Background: an optimization exercise with open tools, aiming at small area, a short achievable clock period and few clock cycles. Do not read the settings as production practice.
Only simulation tests tie the RTL to the original design; equivalence was not proved.
No activity file was given, so power comes from the tool's default toggle rates.

### flow/run.sh
#!/bin/bash
# synth_recipe.tcl (not shown) runs the flow's synth.tcl, then flattens the netlist and writes it again
# the make line also repeats each setting of config.mk as NAME=value (left out here)
make -C /OpenROAD-flow-scripts/flow DESIGN_CONFIG=/design/flow/config.mk WORK_HOME=/design/flow/orfs CLKGATE_MAP_FILE= SYNTH_SCRIPT=/design/flow/synth_recipe.tcl finish
### flow/config.mk
export PLATFORM = sky130hd
export DESIGN_NAME = mips
export DESIGN_NICKNAME = mips
export VERILOG_FILES = /design/flow/design.v
export SDC_FILE = /design/flow/constraint.sdc
export NUM_CORES = 4
export LEC_CHECK = 0
export ABC_CLOCK_PERIOD_IN_PS = 4500
export CAP_MARGIN = 20
export CORE_MARGIN = 2
export CORE_UTILIZATION = 42
export PLACE_DENSITY = 0.6
export SETUP_SLACK_MARGIN = 5
export SLEW_MARGIN = 20
### flow/constraint.sdc
create_clock -name core_clock -period 10.0 [get_ports {clk}]
set_input_delay 2.0000 -clock core_clock [delete_from_list [all_inputs] [get_ports {clk}]]
set_output_delay 2.0000 -clock core_clock [all_outputs]
set_load 0.01 [all_outputs]
### flow/design.v
`timescale 1ns / 1ps
module GRF(clk,clr,s1l,s1h,s2l,s2h,a3,wd,rd1,rd2);
input clk,clr;
input [3:0] s1l,s2l;          
input [7:0] s1h,s2h;          
input [4:0] a3;               
input [31:0] wd;
output reg [31:0] rd1,rd2;
reg clr_d;
always @(posedge clk)
	clr_d<=clr;
wire [31:0] r [0:31];
assign r[0]=32'b0;
genvar g;
generate
	for(g=1;g<32;g=g+1)
		begin : rg
			reg [31:0] q;
			always @(posedge clk)
				if(clr_d||a3==g)
					q<=wd;
			assign r[g]=q;
		end
endgenerate
integer i;
always @(*)
	begin
		rd1=32'b0;
		rd2=32'b0;
		for(i=1;i<32;i=i+1)
			begin
				rd1=rd1|({32{s1l[i%4]&s1h[i/4]}}&r[i]);
				rd2=rd2|({32{s2l[i%4]&s2h[i/4]}}&r[i]);
			end
	end
endmodule
`timescale 1ns / 1ps
module multdiv(clk,clr,a,b,start,mode,mthi,mtlo,busy,last,hi,lo);
input clk,clr;
input [31:0] a,b;
input start,mthi,mtlo;
input [1:0] mode;           
output busy,last;
output [31:0] hi,lo;
reg s_idle,s_mul,s_mfix,s_dneg,s_div,s_dcor,s_dfq,s_dfr;
reg [32:0] h;               
reg [31:0] l;               
reg [31:0] m;               
reg [5:0] cnt;
reg sgn,mfix,nq,nr,sbr;
reg one0,two0,neg0,one1,two1,neg1;      
assign hi=h[31:0];
assign lo=l;
assign busy=~s_idle;
wire [37:0] mx={{6{sgn&m[31]}},m};
wire [37:0] X=({38{s_mul|s_mfix|s_dcor}}&{{5{h[32]}},h})
             |({38{s_div}}&{{4{h[32]}},h,l[31]})
             |({38{s_dneg|s_dfq}}&{6'b0,~l})
             |({38{s_dfr}}&{6'b0,~h[31:0]});
wire yone=s_mul?one0:(s_mfix|s_div|s_dcor);
wire ytwo=s_mul&two0;
wire yinv=s_mul?neg0:s_div?~(sbr^h[32]):(s_dcor&sbr);
wire [37:0] Y=(({38{yone}}&mx)|({38{ytwo}}&{mx[36:0],1'b0}))^{38{yinv}};
wire zinv=s_mul&neg1;
wire [37:0] Z=(({38{s_mul&one1}}&{mx[35:0],2'b0})|({38{s_mul&two1}}&{mx[34:0],3'b0}))^{38{zinv}};
wire cin=zinv|s_dneg|s_dfq|s_dfr;
wire [37:0] cs_s=X^Y^Z;
wire [37:0] cs_c=(X&Y)|(X&Z)|(Y&Z);
wire [38:0] Tx={cs_s,1'b1}+{cs_c[36:0],yinv,cin};
wire [37:0] T=Tx[38:1];
wire [31:0] ma=sbr?~m:m;
wire [31:0] smear;           
assign smear[31]=ma[31];
genvar i;
generate
	for(i=30;i>=0;i=i-1) begin : sm
		assign smear[i]=smear[i+1]|ma[i];
	end
endgenerate
wire [31:0] mask={1'b1,~smear[31:1]};       
wire [31:0] acc8={h[23:0],l[31:24]};
wire skip=(cnt[5:3]!=0)&&(h[32:24]==0)&&((acc8&mask)==0);
wire rneg=T[37];
wire smode=(mode==2'd0)||(mode==2'd2);
wire sa=smode&a[31];
wire sb=smode&b[31];
wire azero=(a==0);
wire bzero=(b==0);
wire go=s_idle&start;
wire d0res=go&mode[1]&bzero;                             
wire mulgo=go&~mode[1]&~azero&~bzero;
wire divgo=go&mode[1]&~azero&~bzero;
wire dstep=s_div&~skip;
wire dskip=s_div&skip;
wire mulend=s_mul&(cnt[2:0]==3'd0);
wire divend=s_div&(skip?(cnt==6'd8):(cnt==6'd1));
wire fixgo=(divend&~(dstep&rneg))|s_dcor;                
wire dcorgo=divend&dstep&rneg;
assign last=s_mfix|(mulend&~mfix)|(s_dcor&~nq&~nr)|(s_dfq&~nr)|s_dfr;
wire h_a=(d0res|(s_idle&~start&mthi))&~clr;
wire h_t=s_mfix|s_dfr|s_dcor|dstep;
wire h_keep=~(clr|go|h_a|s_mul|h_t|dskip);
wire [32:0] h_n=({33{h_a}}&{1'b0,a})|({33{s_mul}}&T[36:4])|({33{h_t}}&T[32:0])
               |({33{dskip}}&{1'b0,acc8})|({33{h_keep}}&h);
wire l_a=(mulgo|divgo|(s_idle&~start&mtlo))&~clr;
wire l_keep=~(clr|go|l_a|s_mul|s_dneg|s_dfq|s_div);
wire [31:0] l_n=({32{l_a}}&a)|({32{d0res&~clr}})|({32{s_mul}}&{T[3:0],l[31:4]})
               |({32{s_dneg|s_dfq}}&T[31:0])|({32{dstep}}&{l[30:0],~rneg})|({32{dskip}}&{l[23:0],8'b0})
               |({32{l_keep}}&l);
wire [3:0] ln=go?a[3:0]:l[7:4];
wire bpn=go?1'b0:l[3];
always @(posedge clk)
	begin
		h<=clr?33'b0:h_n;
		l<=clr?32'b0:l_n;
		one0<=ln[0]^bpn;
		two0<=(ln[1]&~ln[0]&~bpn)|(~ln[1]&ln[0]&bpn);
		neg0<=ln[1]&~(ln[0]&bpn);
		one1<=ln[2]^ln[1];
		two1<=(ln[3]&~ln[2]&~ln[1])|(~ln[3]&ln[2]&ln[1]);
		neg1<=ln[3]&~(ln[2]&ln[1]);
		if(clr)
			begin
				s_idle<=1'b1; s_mul<=1'b0; s_mfix<=1'b0; s_dneg<=1'b0;
				s_div<=1'b0; s_dcor<=1'b0; s_dfq<=1'b0; s_dfr<=1'b0;
			end
		else
			begin
				s_mul<=mulgo|(s_mul&~mulend);
				s_mfix<=mulend&mfix;
				s_dneg<=divgo&sa;
				s_div<=(divgo&~sa)|s_dneg|(s_div&~divend);
				s_dcor<=dcorgo;
				s_dfq<=fixgo&nq;
				s_dfr<=(fixgo&~nq&nr)|(s_dfq&nr);
				s_idle<=(s_idle&~mulgo&~divgo)|(mulend&~mfix)|s_mfix|(fixgo&~nq&~nr)|(s_dfq&~nr)|s_dfr;
			end
		if(go)
			begin
				m<=b; sgn<=smode; cnt<=mode[1]?6'd32:6'd7;
				mfix<=(mode==2'd1)&&a[31];
				sbr<=sb; nq<=sa^sb; nr<=sa;
			end
		else
			begin
				if(s_mul|dstep) cnt<=cnt-1'b1;
				if(dskip) cnt<=cnt-6'd8;
			end
	end
endmodule
`timescale 1ns / 1ps
module mips(clk,reset,i_addr,i_data,d_addr,d_wdata,d_be,d_we,d_rdata,wb_we,wb_reg,wb_data,wb_pc);
input clk;
input reset;
output [31:0] i_addr;
input [31:0] i_data;
output [31:0] d_addr,d_wdata;
output [3:0] d_be;
output d_we;
input [31:0] d_rdata;
output wb_we;
output [4:0] wb_reg;
output [31:0] wb_data,wb_pc;
reg [31:0] seq_r,tgt_r;               
reg tk_r;
reg [31:0] ir_d,pc_d;                 
reg [3:0] p1l,p2l;                    
reg [7:0] p1h,p2h;
reg [31:0] a_e,b_e,pc_e;
reg [15:0] imm_e;
reg [4:0] dst_e;
reg fa_m,fa_w,fb_m,fb_w;
reg useimm_e;
reg [1:0] ext_e;                      
reg [6:0] rsel_e;                     
reg sub_e;
reg [1:0] lop_e;                      
reg [1:0] sop_e;                      
reg shv_e;                            
reg ld_e,st_e;
reg [1:0] msz_e;                      
reg lu_e;                             
reg md_e,mthi_e,mtlo_e;
reg [1:0] mdop_e;
reg [31:0] ao_m,sd_m,pc_m;
reg [3:0] be_m;
reg we_m,ld_m,lu_m;
reg [1:0] msz_m;
reg [4:0] dst_m;
reg [31:0] wd_w,pc_w;
reg [4:0] dst_w;
reg wbwe_w;
wire [5:0] op=ir_d[31:26];
wire [5:0] fn=ir_d[5:0];
wire [4:0] rs=ir_d[25:21];
wire [4:0] rt=ir_d[20:16];
wire [4:0] rd=ir_d[15:11];
wire rtype=(op==6'd0);
wire i_sll =rtype&&fn==6'h00;
wire i_srl =rtype&&fn==6'h02;
wire i_sra =rtype&&fn==6'h03;
wire i_sllv=rtype&&fn==6'h04;
wire i_srlv=rtype&&fn==6'h06;
wire i_srav=rtype&&fn==6'h07;
wire i_jr  =rtype&&fn==6'h08;
wire i_jalr=rtype&&fn==6'h09;
wire i_mfhi=rtype&&fn==6'h10;
wire i_mthi=rtype&&fn==6'h11;
wire i_mflo=rtype&&fn==6'h12;
wire i_mtlo=rtype&&fn==6'h13;
wire i_md  =rtype&&(fn[5:2]==4'b0110);           
wire i_addu=rtype&&(fn==6'h20||fn==6'h21);
wire i_subu=rtype&&(fn==6'h22||fn==6'h23);
wire i_and =rtype&&fn==6'h24;
wire i_or  =rtype&&fn==6'h25;
wire i_xor =rtype&&fn==6'h26;
wire i_nor =rtype&&fn==6'h27;
wire i_slt =rtype&&fn==6'h2a;
wire i_sltu=rtype&&fn==6'h2b;
wire i_shift=i_sll|i_srl|i_sra|i_sllv|i_srlv|i_srav;
wire i_rlog=i_and|i_or|i_xor|i_nor;
wire i_regimm=(op==6'h01);
wire i_j   =(op==6'h02);
wire i_jal =(op==6'h03);
wire i_beq =(op==6'h04);
wire i_bne =(op==6'h05);
wire i_blez=(op==6'h06);
wire i_bgtz=(op==6'h07);
wire i_addi=(op==6'h08)||(op==6'h09);
wire i_slti=(op==6'h0a);
wire i_sltiu=(op==6'h0b);
wire i_andi=(op==6'h0c);
wire i_ori =(op==6'h0d);
wire i_xori=(op==6'h0e);
wire i_lui =(op==6'h0f);
wire i_lb  =(op==6'h20);
wire i_lh  =(op==6'h21);
wire i_lw  =(op==6'h23);
wire i_lbu =(op==6'h24);
wire i_lhu =(op==6'h25);
wire i_sb  =(op==6'h28);
wire i_sh  =(op==6'h29);
wire i_sw  =(op==6'h2b);
wire i_load=i_lb|i_lh|i_lw|i_lbu|i_lhu;
wire i_store=i_sb|i_sh|i_sw;
wire i_ilog=i_andi|i_ori|i_xori;
wire i_br=i_beq|i_bne|i_blez|i_bgtz|i_regimm;
wire usemd=i_md|i_mfhi|i_mflo|i_mthi|i_mtlo;
wire urs_d=i_br|i_jr|i_jalr;
wire urt_d=i_beq|i_bne;
wire urs_e=i_addu|i_subu|i_rlog|i_slt|i_sltu|i_sllv|i_srlv|i_srav|i_md|i_mthi|i_mtlo
          |i_addi|i_slti|i_sltiu|i_ilog|i_load|i_store;
wire urt_e=i_addu|i_subu|i_rlog|i_slt|i_sltu|i_shift|i_md|i_store;
wire [4:0] dst=(i_addu|i_subu|i_rlog|i_slt|i_sltu|i_shift|i_mfhi|i_mflo|i_jalr)?rd:
               (i_addi|i_slti|i_sltiu|i_ilog|i_lui|i_load)?rt:
               i_jal?5'd31:5'd0;
wire [31:0] rf1,rf2;
GRF grf(.clk(clk),.clr(reset),.s1l(p1l),.s1h(p1h),.s2l(p2l),.s2h(p2h),.a3(dst_w),.wd(wd_w),.rd1(rf1),.rd2(rf2));
wire rs_nz=(rs!=0), rt_nz=(rt!=0);
wire rs_e=rs_nz&&(rs==dst_e), rt_e=rt_nz&&(rt==dst_e);
wire rs_m=rs_nz&&(rs==dst_m), rt_m=rt_nz&&(rt==dst_m);
wire rs_w=rs_nz&&(rs==dst_w), rt_w=rt_nz&&(rt==dst_w);
wire [31:0] rv1=rs_w?wd_w:rf1;
wire [31:0] rv2=rt_w?wd_w:rf2;
wire [31:0] fv1=(rs_m&&!ld_m)?ao_m:rv1;
wire [31:0] fv2=(rt_m&&!ld_m)?ao_m:rv2;
reg fast_e;
wire [31:0] efast;
wire esign,ezero;
wire e_rs=rs_e&&fast_e;
wire md_last;
wire md_busy;
wire stall=(urs_d&&((rs_e&&!(fast_e&&(i_blez|i_bgtz|i_regimm|i_jr|i_jalr)))||(rs_m&&ld_m)))
          ||(urt_d&&(rt_e||(rt_m&&ld_m)))
          ||(urs_e&&rs_e&&ld_e)||(urt_e&&rt_e&&ld_e)
          ||(usemd&&(md_e||(md_busy&&!md_last)));
wire eq=(fv1==fv2);
wire ltz=e_rs?esign:fv1[31];
wire eqz=e_rs?ezero:(fv1==0);
wire taken=i_j|i_jal|i_jr|i_jalr
          |(i_beq&eq)|(i_bne&~eq)|(i_blez&(ltz|eqz))|(i_bgtz&~ltz&~eqz)
          |(i_regimm&(rt[0]^ltz));
wire [31:0] pc4_d=pc_d+32'd4;
wire [31:0] btgt=pc4_d+{{14{ir_d[15]}},ir_d[15:0],2'b00};
wire [31:0] jtgt={pc_d[31:28],ir_d[25:0],2'b00};
wire [31:0] tgt=(i_jr|i_jalr)?(e_rs?efast:fv1):(i_j|i_jal)?jtgt:btgt;
wire [31:0] link=pc_d+32'd8;
wire [31:0] pc=tk_r?tgt_r:seq_r;
wire [31:0] pc4=pc+32'd4;
always @(posedge clk)
	begin
		if(reset)
			begin seq_r<=32'h00003000; tk_r<=1'b0; end
		else
			begin seq_r<=stall?pc:pc4; tk_r<=taken&~stall; end
		tgt_r<=tgt;
	end
assign i_addr=pc;
always @(posedge clk)
	if(reset)
		begin
			ir_d<=32'b0; p1l<=4'b0001; p1h<=8'b00000001; p2l<=4'b0001; p2h<=8'b00000001;
		end
	else if(!stall)
		begin
			ir_d<=i_data;
			p1l<=4'b0001<<i_data[22:21]; p1h<=8'b00000001<<i_data[25:23];
			p2l<=4'b0001<<i_data[17:16]; p2h<=8'b00000001<<i_data[20:18];
		end
always @(posedge clk)
	if(!stall)
		pc_d<=pc;
always @(posedge clk)
	begin
		a_e<=(i_jal|i_jalr)?link:i_lui?32'b0:fv1;
		b_e<=fv2;
		pc_e<=pc_d;
		imm_e<=ir_d[15:0];
		fa_m<=rs_e; fa_w<=rs_m&&!rs_e;
		fb_m<=rt_e; fb_w<=rt_m&&!rt_e;
		if(i_jal|i_jalr|i_lui)
			begin fa_m<=1'b0; fa_w<=1'b0; end
		fast_e<=i_addu|i_subu|i_addi|i_rlog|i_ilog|i_lui|i_jal|i_jalr;
		useimm_e<=i_addi|i_slti|i_sltiu|i_ilog|i_lui|i_load|i_store|i_jal|i_jalr;
		ext_e<=(i_addi|i_slti|i_sltiu|i_load|i_store)?2'd1:i_lui?2'd2:(i_jal|i_jalr)?2'd3:2'd0;
		rsel_e[1]<=i_slt|i_slti;
		rsel_e[2]<=i_sltu|i_sltiu;
		rsel_e[3]<=i_rlog|i_ilog|i_lui|i_jal|i_jalr;
		rsel_e[4]<=i_shift;
		rsel_e[5]<=i_mfhi;
		rsel_e[6]<=i_mflo;
		rsel_e[0]<=~(i_slt|i_slti|i_sltu|i_sltiu|i_rlog|i_ilog|i_lui|i_jal|i_jalr|i_shift|i_mfhi|i_mflo);
		sub_e<=i_subu|i_slt|i_slti|i_sltu|i_sltiu;
		lop_e<=(i_and|i_andi)?2'd0:(i_xor|i_xori)?2'd2:i_nor?2'd3:2'd1;
		sop_e<=fn[1:0];
		shv_e<=fn[2];
		msz_e<=(i_lw|i_sw)?2'd0:(i_lh|i_lhu|i_sh)?2'd1:2'd2;
		lu_e<=i_lbu|i_lhu;
		mdop_e<=fn[1:0];
	end
always @(posedge clk)
	if(reset||stall)
		begin
			dst_e<=0; ld_e<=0; st_e<=0; md_e<=0; mthi_e<=0; mtlo_e<=0;
		end
	else
		begin
			dst_e<=dst; ld_e<=i_load; st_e<=i_store; md_e<=i_md; mthi_e<=i_mthi; mtlo_e<=i_mtlo;
		end
wire [31:0] A=fa_m?ao_m:fa_w?wd_w:a_e;
wire [31:0] Bf=fb_m?ao_m:fb_w?wd_w:b_e;
wire [31:0] immx=(ext_e==2'd1)?{{16{imm_e[15]}},imm_e}:(ext_e==2'd2)?{imm_e,16'b0}:
                 (ext_e==2'd0)?{16'b0,imm_e}:32'b0;
wire [31:0] B=useimm_e?immx:Bf;
wire [33:0] sumx={1'b0,A,1'b1}+{1'b0,B^{32{sub_e}},sub_e};
wire [32:0] sum=sumx[33:1];
wire sltu_r=~sum[32];
wire slt_r=(A[31]^B[31])?A[31]:sum[31];
reg [31:0] logic_r;
always @(*)
	case(lop_e)
		2'd0: logic_r=A&B;
		2'd1: logic_r=A|B;
		2'd2: logic_r=A^B;
		default: logic_r=~(A|B);
	endcase
wire [4:0] shamt=shv_e?A[4:0]:imm_e[10:6];
wire left=(sop_e==2'd0);
wire fill=(sop_e==2'd3)&B[31];
reg [31:0] shin;
integer k;
always @(*)
	for(k=0;k<32;k=k+1) shin[k]=left?B[31-k]:B[k];
wire [63:0] shx={{32{fill}},shin}>>shamt;
reg [31:0] shift_r;
always @(*)
	for(k=0;k<32;k=k+1) shift_r[k]=left?shx[31-k]:shx[k];
wire [31:0] md_hi,md_lo;
multdiv md(.clk(clk),.clr(reset),.a(A),.b(Bf),.start(md_e),.mode(mdop_e),.mthi(mthi_e),.mtlo(mtlo_e),
           .busy(md_busy),.last(md_last),.hi(md_hi),.lo(md_lo));
wire [31:0] res=({32{rsel_e[0]}}&sum[31:0])|{31'b0,(rsel_e[1]&slt_r)|(rsel_e[2]&sltu_r)}
               |({32{rsel_e[3]}}&logic_r)|({32{rsel_e[4]}}&shift_r)
               |({32{rsel_e[5]}}&md_hi)|({32{rsel_e[6]}}&md_lo);
assign efast=({32{rsel_e[0]}}&sum[31:0])|({32{rsel_e[3]}}&logic_r);
wire [31:0] bx=B^{32{sub_e}};
wire [31:0] zc={A[30:0]|bx[30:0],sub_e};
wire sumzero=&(~(A^bx^zc));
assign esign=rsel_e[0]?sum[31]:logic_r[31];
assign ezero=rsel_e[0]?sumzero:~|logic_r;
wire [1:0] ea=sum[1:0];
wire [3:0] be=(msz_e==2'd0)?4'b1111:
              (msz_e==2'd1)?(ea[1]?4'b1100:4'b0011):
              (4'b0001<<ea);
wire [31:0] sdat=(msz_e==2'd0)?Bf:(msz_e==2'd1)?{2{Bf[15:0]}}:{4{Bf[7:0]}};
always @(posedge clk)
	begin
		ao_m<=res; sd_m<=sdat; be_m<=be; pc_m<=pc_e; msz_m<=msz_e; lu_m<=lu_e;
	end
always @(posedge clk)
	if(reset)
		begin dst_m<=0; we_m<=0; ld_m<=0; end
	else
		begin dst_m<=dst_e; we_m<=st_e; ld_m<=ld_e; end
assign d_addr=ao_m;
assign d_wdata=sd_m;
assign d_be=be_m;
assign d_we=we_m;
wire [15:0] half=ao_m[1]?d_rdata[31:16]:d_rdata[15:0];
wire [7:0] bsel=ao_m[0]?half[15:8]:half[7:0];
wire [31:0] ldat=(msz_m==2'd0)?d_rdata:
                 (msz_m==2'd1)?{{16{half[15]&~lu_m}},half}:
                 {{24{bsel[7]&~lu_m}},bsel};
always @(posedge clk)
	pc_w<=pc_m;
always @(posedge clk)
	if(reset)
		begin dst_w<=0; wbwe_w<=0; wd_w<=0; end
	else
		begin dst_w<=dst_m; wbwe_w<=(dst_m!=0); wd_w<=ld_m?ldat:ao_m; end
assign wb_we=wbwe_w;
assign wb_reg=dst_w;
assign wb_data=wd_w;
assign wb_pc=pc_w;
endmodule
==> flow_summary_export.csv <==
group,metric,value,unit
global_routing,grt_usage,40.8,%
timing,setup_tns,0,ns
setup_path,start_kind,"register",
synthesis,synth_edf_count,1067,
route,drt-pass1-iter-count,14,
setup_path,crit_type,"reg2reg",
synthesis,yosys_most_used_dff,"edfxtp_1",
die,ios,237,
layout,final-seq-area,42700,µm²
pwr,vdd_ir_drop_max,194,µV
synthesis,yosysTopAreaCellShare,37.8,%
timing,finalSetupViolations,0,
pwr,leakagePower,36.1,nW
layout,area_growth,16.5,%
layout,reg_top3,"grf.rg.q (992), md.h (33)",
timing,finalCritPeriodShare,53.2,%
pwr,pwr-share-comb,37.4,%
cts,clk_pin_slew,0.06,ns
run,max-cap-violations,0,
die,coreArea,200000,µm²
setup_path,crit_top_cell,"buf_4",
setup_path,worst-path-buf-inv,3,
cts,clkLatencyLatePin,0.87,ns
layout,final_nets,8524,
die,start_util,42.4,%
synthesis,syn_nets,8405,
route,drc,0,
placement,dp.cells,10587,
setup_path,endpoint_kind,"register",
synthesis,postSynth.asyncResetShare,0,%
die,die_h,453,µm
timing,rsz0062_at_grt,"yes",
synthesis,synth.largest_area_cell,"edfxtp_1",
setup_path,slowest_stage,"buf_4",
cts,cts_tree,"built",
cts,cts.path.max_buffers,3,
die,dieArea,205000,µm²
synthesis,synth_cell_types,109,
cts,numCtsBuffers,173,
synthesis,netlist_top_cells_area,"edfxtp_1 (38%), dfxtp_1 (12%), a22oi_1 (5.9%), ha_1 (3.4%), a21oi_1 (2.8%)",
hold_path,hp-class,"reg2reg",
synthesis,ys_ff_latch,1591,
placement,dp.final_hpwl,282000,µm
setup_path,timing.rr.start,"p2l[1]$_SDFFE_PP0N_",
pwr,internal_power,15.3,mW
setup_path,path_delay_family,"simple AND/OR/NAND/NOR gates",
layout,fin_util,49.3,%
synthesis,yosys-top-cells-count,"edfxtp_1 (1067), a22oi_1 (664), nand2_1 (574)",
route,drt_iter0_markers,17610,
pwr,p_sw,10.4,mW
setup_path,r2r_slack,4.68,ns
global_routing,grt_pass1_vias,73464,
pwr,power.density,260,nW/µm²
cts,root_buffer,"clkbuf_16",
synthesis,synth_area,84800,µm²
route,vias,80217,
cts,cts_hold_buf,0,
synthesis,synth_warnings,3,
setup_path,r2r_cells,15,
global_routing,grt_pass1_wl,591000,µm
layout,largest_reg_flops,992,
layout,design_area,98700,µm²
timing,max_freq,188,MHz
placement,gp_congestion,1.08,
pwr,total_power,25.7,mW
synthesis,synth.most_common_cell,"edfxtp_1",
timing,layout_setup_ws,4.68,ns
pwr,power_frac_seq,37.1,%
synthesis,avgSynthCellArea,10.5,µm²
timing,tightest_slew,1.37,ns
layout,multi_input_area,39900,µm²
hold_path,min_to,"pc_w[6]$_DFF_P_",
die,num_rows,164,
global_routing,overflow,0,
hold_path,min_path_cells,0,
setup_path,crit_required,10.75,ns
route,ant_nets,0,
cts,htree_levels,4,
timing,min_period,5.32,ns
synthesis,syn-instance-count,8071,
route,drt-total-wl,438000,µm
layout,largest_register,"grf.rg.q",
setup_path,worstReg2RegEnd,"tk_r$_SDFF_PP0_",
route,wl_per_cell,39.8,µm
global_routing,antenna_found_initial,43,
die,dieWidth,453,µm
hold_path,min_from,"pc_m[6]$_DFF_P_",
cts,cts_sinks,1591,
layout,stdcell_count,11015,
route,avgViaCountPerCell,7.28,
layout,nFillCells,17955,
timing,finalMaxSlewViolations,0,
placement,dp_slack,3.47,ns
global_routing,grt_max_degree,82,
placement,io_buffers,236,
synthesis,yosysSeqAreaShare,50.2,%
setup_path,cp_cell_sequence,"buf_4, and2_2, buf_4, a22oi_1, o211ai_1, nor4b_1, buf_4, a211oi_2, xnor2_1, nor4_2, nand4_1, nor4_2, a211oi_2, nor4b_2, a211o_1",
pwr,power_frac_clock,25.4,%
timing,hold_slack,0.316,ns
layout,drive_gt1_share,13.6,%
timing,finalHoldViolations,0,
timing,slew_headroom,9.00,%
setup_path,cpPeakStageDelay,0.66,ns
status,status,"finished clean",
pwr,netSwitchingFraction,40.5,%
placement,place_area,90500,µm²
setup_path,cp.arrival,6.07,ns
timing,clock_skew,0.0517,ns
setup_path,cp_max_fo,45,
placed cells by master (no fill, tap or decap), types with 91 or more instances in the layout:
master	count
a21oi_1	461
a222oi_1	170
a22o_1	108
a22oi_1	652
and3_1	91
buf_4	313
clkbuf_16	189
clkdlybuf4s50_1	235
dfxtp_1	478
edfxtp_1	1067
ha_1	217
inv_1	296
mux2_2	106
mux2i_1	109
nand2_1	570
nand3_1	254
nand4_1	100
nor2_1	412
nor3_1	111
o21ai_0	271
o22ai_1	134
xnor2_1	212
xor2_1	106
routing by layer:
metal  track usage [%]  vias up  share of wire (%)
met5                 0        -              0.083
li1                  -    31455                  -
met4              26.0       30                8.1
met3              17.7     1899                 17
met2              54.8     8041                 39
met1              53.2    38792                 36
final cells by class:
type                       instances  area share [%]
antenna                           21          0.0532
clock buffer                     220            4.80
inverter                         316            1.23
clock inverter                   103           0.961
tap                             2656            3.37
timing repair buffer             614            5.97
multi-input combinational       5494            40.4
sequential                      1591            43.2
worst max path at each step:
stage | startpoint | end | cells after the start
final | p2l[1]$_SDFFE_PP0N_ | tk_r$_SDFF_PP0_ | 15
after global routing | md.s_div$_SDFF_PP0_ | md.s_idle$_SDFF_PP1_ | 23
after CTS | md.s_div$_SDFF_PP0_ | md.s_idle$_SDFF_PP1_ | 22
after detailed placement | md.s_div$_SDFF_PP0_ | md.s_idle$_SDFF_PP1_ | 22
after global placement | md.s_div$_SDFF_PP0_ | md.s_idle$_SDFF_PP1_ | 22
after floorplan | md.sbr$_DFFE_PP_ | md.s_idle$_SDFF_PP1_ | 24
power groups by stage:
stage | clock [mW] | sequential, mW | combinational (mW)
floorplan | 0 | 9.45 | 4.16
global placement | 0 | 9.59 | 8.58
detailed placement | 0 | 9.59 | 8.60
CTS | 6.52 | 9.47 | 8.85
global route | 6.77 | 9.61 | 9.70
finish | 6.53 | 9.54 | 9.62
kinds of logic after synthesis:
logic type / share of synthesized area [%]
compound gates: 21.9
simple gates: 11.6
flops: 50.2
buf+inv: 4.64
xor+xnor: 3.37
mux: 4.01
fa+ha+maj: 4.30
timing repair:
item | CTS | global route
setup endpoints to repair | 103 | 115
resized for setup | 156 | 175
gates cloned | 4 | 9
setup buffers | 26 | 43
pin swaps | 21 | 49
Testbench counts, summed over its fixed seeds: cycles 52,416.

## afterwards: timing with drivers on the ports
The results above use ideal ports. As a check the final layout listed here was re-extracted and re-timed, cells and wires unchanged.
Step 1, drivers: a clkbuf_16 drives clk and a buf_2 each remaining input, both assumed.
Step 2 also shifts input and output timing later by t, the mid clock arrival at the registers, as if the neighbouring blocks saw the same clock.
a / b / c = ideal / step 1 / step 2; a / b = the first two.
t (ns): 0.943
slack for setup (ns): 4.678 / 4.678 / 4.678
worst data-port slew with drivers (ns): 0.06
After both steps this run still meets setup and hold. The setup slack of this run moves by 0.000 ns with the drivers and by 0.000 ns with both steps.
